This is an optimization exercise on Yosys and OpenROAD, whose aim is small area and a short achievable clock period, not a production implementation. RTL that was checked went through simulation tests only; none was proved equivalent to the original.

## top_fft
module top_fft(
    input clk,
    input reset_p,
    input [23:0] fft_input,
    output reg [23:0] fft_output
);
    reg [3:0] cnt;
    reg       f1, f2;    
    wire [3:0] nc = reset_p ? 4'b1111 : cnt + 4'd1;    
    always @(posedge clk) begin
        cnt <= nc;
        if (reset_p) begin
            f1  <= 1'b1;
            f2  <= 1'b1;
        end else begin
            if (cnt == 4'd14) f1 <= 1'b0;
            if (cnt == 4'd1 && !f1) f2 <= 1'b0;
        end
    end
    reg [3:0] v4, v3, v2;
    always @(posedge clk) begin
        v4 <= nc + 4'd4;
        v3 <= v4;
        v2 <= v3;
    end
    wire [3:0] ncm1 = nc - 4'd1;
    wire [3:0] nc1  = nc + 4'd1;
    wire [2:0] k1_p = v4[3] ? 3'd0 : v4[2:0];           
    wire [2:0] k1_x = v3[3] ? 3'd0 : v3[2:0];           
    wire [2:0] k1_m = v2[3] ? 3'd0 : v2[2:0];           
    wire [2:0] k2_p = v2[2] ? 3'd0 : {v2[1:0], 1'b0};    
    wire [2:0] k2_m = nc[2]  ? 3'd0 : {nc[1:0], 1'b0};       
    wire [5:0]  c1p_n, c1x_n, c2p_n, u1, u2, u3;
    wire [42:0] c1m_n, u4, u5;
    wire [32:0] c2m_n, u6;
    twiddle_w_value  w1p(.k(k1_p), .p1(c1p_n), .p2(u4));
    twiddle_w_value  w1x(.k(k1_x), .p1(c1x_n), .p2(u5));
    twiddle_w_value  w1m(.k(k1_m), .p1(u1),    .p2(c1m_n));
    twiddle_w_value2 w2p(.k(k2_p), .p1(c2p_n), .p2(u6));
    twiddle_w_value2 w2m(.k(k2_m), .p1(u2),    .p2(c2m_n));
    reg sel1, sel2, sel3, sel4, rot3;
    reg [5:0]  c1p, c2p;
    reg [1:0]  c1x;
    reg [42:0] c1m;
    reg [32:0] c2m;
    always @(posedge clk) begin
        sel1 <= nc[3];
        sel2 <= ~ncm1[2];
        sel3 <= nc[1];
        sel4 <= nc[0];
        rot3 <= nc1[1] & nc1[0];
        c1p <= c1p_n;
        c1x <= c1x_n[1:0];
        c2p <= c2p_n;
        c1m <= c1m_n;
        c2m <= c2m_n;
  ...
Size: roughly 50 I/O pins, roughly 0.039 mm² of cells after synthesis.
==> module bf_prefix, before the edit <==
module bf_prefix(
    input  [12:0] g,
    input  [12:0] p,
    input  cin,
    output [12:0] c
);
    wire [12:0] g0 = {g[12:1], g[0] | (p[0] & cin)};
    wire [12:0] g1, p1, g2, p2, g3, p3, g4;
    genvar i;
    generate for (i = 0; i < 13; i = i + 1) begin : l
        if (i >= 1) begin
            assign g1[i] = g0[i] | (p[i] & g0[i-1]);
            assign p1[i] = p[i] & p[i-1];
        end else begin
            assign g1[i] = g0[i];
            assign p1[i] = p[i];
        end
        if (i >= 2) begin
            assign g2[i] = g1[i] | (p1[i] & g1[i-2]);
            assign p2[i] = p1[i] & p1[i-2];
        end else begin
            assign g2[i] = g1[i];
            assign p2[i] = p1[i];
        end
        if (i >= 4) begin
            assign g3[i] = g2[i] | (p2[i] & g2[i-4]);
            assign p3[i] = p2[i] & p2[i-4];
        end else begin
            assign g3[i] = g2[i];
            assign p3[i] = p2[i];
        end
        if (i >= 8) assign g4[i] = g3[i] | (p3[i] & g3[i-8]);
        else        assign g4[i] = g3[i];
    end endgenerate
    assign c = {g4[11:0], cin};
endmodule
export LEC_CHECK = 0
export CAP_MARGIN = 20
export CORE_MARGIN = 2
export CORE_UTILIZATION = 50
export CTS_CLUSTER_DIAMETER = 100
export CTS_CLUSTER_SIZE = 30
export PLACE_DENSITY = 0.7
export SETUP_SLACK_MARGIN = 4.2
export SLEW_MARGIN = 20
create_clock -name core_clock -period 7.0 [get_ports {clk}]
run.sh (not shown) runs the stock make flow with config.mk's settings and CLKGATE_MAP_FILE= SYNTH_SCRIPT=/design/flow/synth_recipe.tcl, a recipe that flattens the netlist after the stock synthesis.
Change:
--- a/flow/design.v
+++ b/flow/design.v
@@ -154,38 +154,28 @@
     input  [12:0] p,
     input  cin,
     output [12:0] c
 );
     wire [12:0] g0 = {g[12:1], g[0] | (p[0] & cin)};
-    wire [12:0] g1, p1, g2, p2, g3, p3, g4;
-    genvar i;
-    generate for (i = 0; i < 13; i = i + 1) begin : l
-        if (i >= 1) begin
-            assign g1[i] = g0[i] | (p[i] & g0[i-1]);
-            assign p1[i] = p[i] & p[i-1];
-        end else begin
-            assign g1[i] = g0[i];
-            assign p1[i] = p[i];
+    wire [12:0] gl [0:4];
+    wire [12:0] pl [0:4];
+    assign gl[0] = g0;
+    assign pl[0] = p;
+    genvar l, i;
+    generate for (l = 0; l < 4; l = l + 1) begin : lv
+        for (i = 0; i < 13; i = i + 1) begin : b
+            if ((i >> l) & 1) begin
+                localparam integer j = ((i >> l) << l) - 1;
+                assign gl[l+1][i] = gl[l][i] | (pl[l][i] & gl[l][j]);
+                assign pl[l+1][i] = pl[l][i] & pl[l][j];
+            end else begin
+                assign gl[l+1][i] = gl[l][i];
+                assign pl[l+1][i] = pl[l][i];
+            end
         end
-        if (i >= 2) begin
-            assign g2[i] = g1[i] | (p1[i] & g1[i-2]);
-            assign p2[i] = p1[i] & p1[i-2];
-        end else begin
-            assign g2[i] = g1[i];
-            assign p2[i] = p1[i];
-        end
-        if (i >= 4) begin
-            assign g3[i] = g2[i] | (p2[i] & g2[i-4]);
-            assign p3[i] = p2[i] & p2[i-4];
-        end else begin
-            assign g3[i] = g2[i];
-            assign p3[i] = p2[i];
-        end
-        if (i >= 8) assign g4[i] = g3[i] | (p3[i] & g3[i-8]);
-        else        assign g4[i] = g3[i];
     end endgenerate
-    assign c = {g4[11:0], cin};
+    assign c = {gl[4][11:0], cin};
 endmodule
 module twiddle_factor(
     input  [51:0] t,
     input  [42:0] p2,
     output [97:0] y
What happened: Setup slack loses 0.32 ns. Synthesized area fell by 3.8%. Core utilization went up by 1.3 points. Sequential share of layout area increases by 0.60 points. Cell area went down by 1.6%. Wire length fell by 5.9%.
Function not checked in the second run of this note: the RTL went through the layout flow alone.

-- what the ideal ports hide --
The flow's constraints put no driver on any port. The routed layouts listed below were extracted and timed again, unchanged, in two steps.
Step 1, drivers: a clkbuf_16 drives clk and a buf_2 each remaining input, both assumed.
Step 2, shift: input delay + t, output delay - t, t = (earliest + latest rising clock arrival at the registers) / 2. This alone moves slack from input paths to output paths.
Three values: ideal, step 1, step 2; two values: the first two.
| run | t (ns) | slack for setup (ns) | hold WS [ns] | worst setup path after step 2 | pins driven straight from the clock port |
|---|---|---|---|---|---|
| the first run | 0.698 | 4.266 / 4.212 / 3.816 | 0.326 / 0.326 / 0.326 | input to register | 1 |
| the second run | 0.680 | 3.946 / 3.946 / 3.751 | 0.329 / 0.329 / 0.329 | input to register | 1 |
After both steps every run listed still meets setup and hold. The setup slack of the first run, which loses most, moves by -0.054 ns with the drivers and by -0.450 ns with both steps.
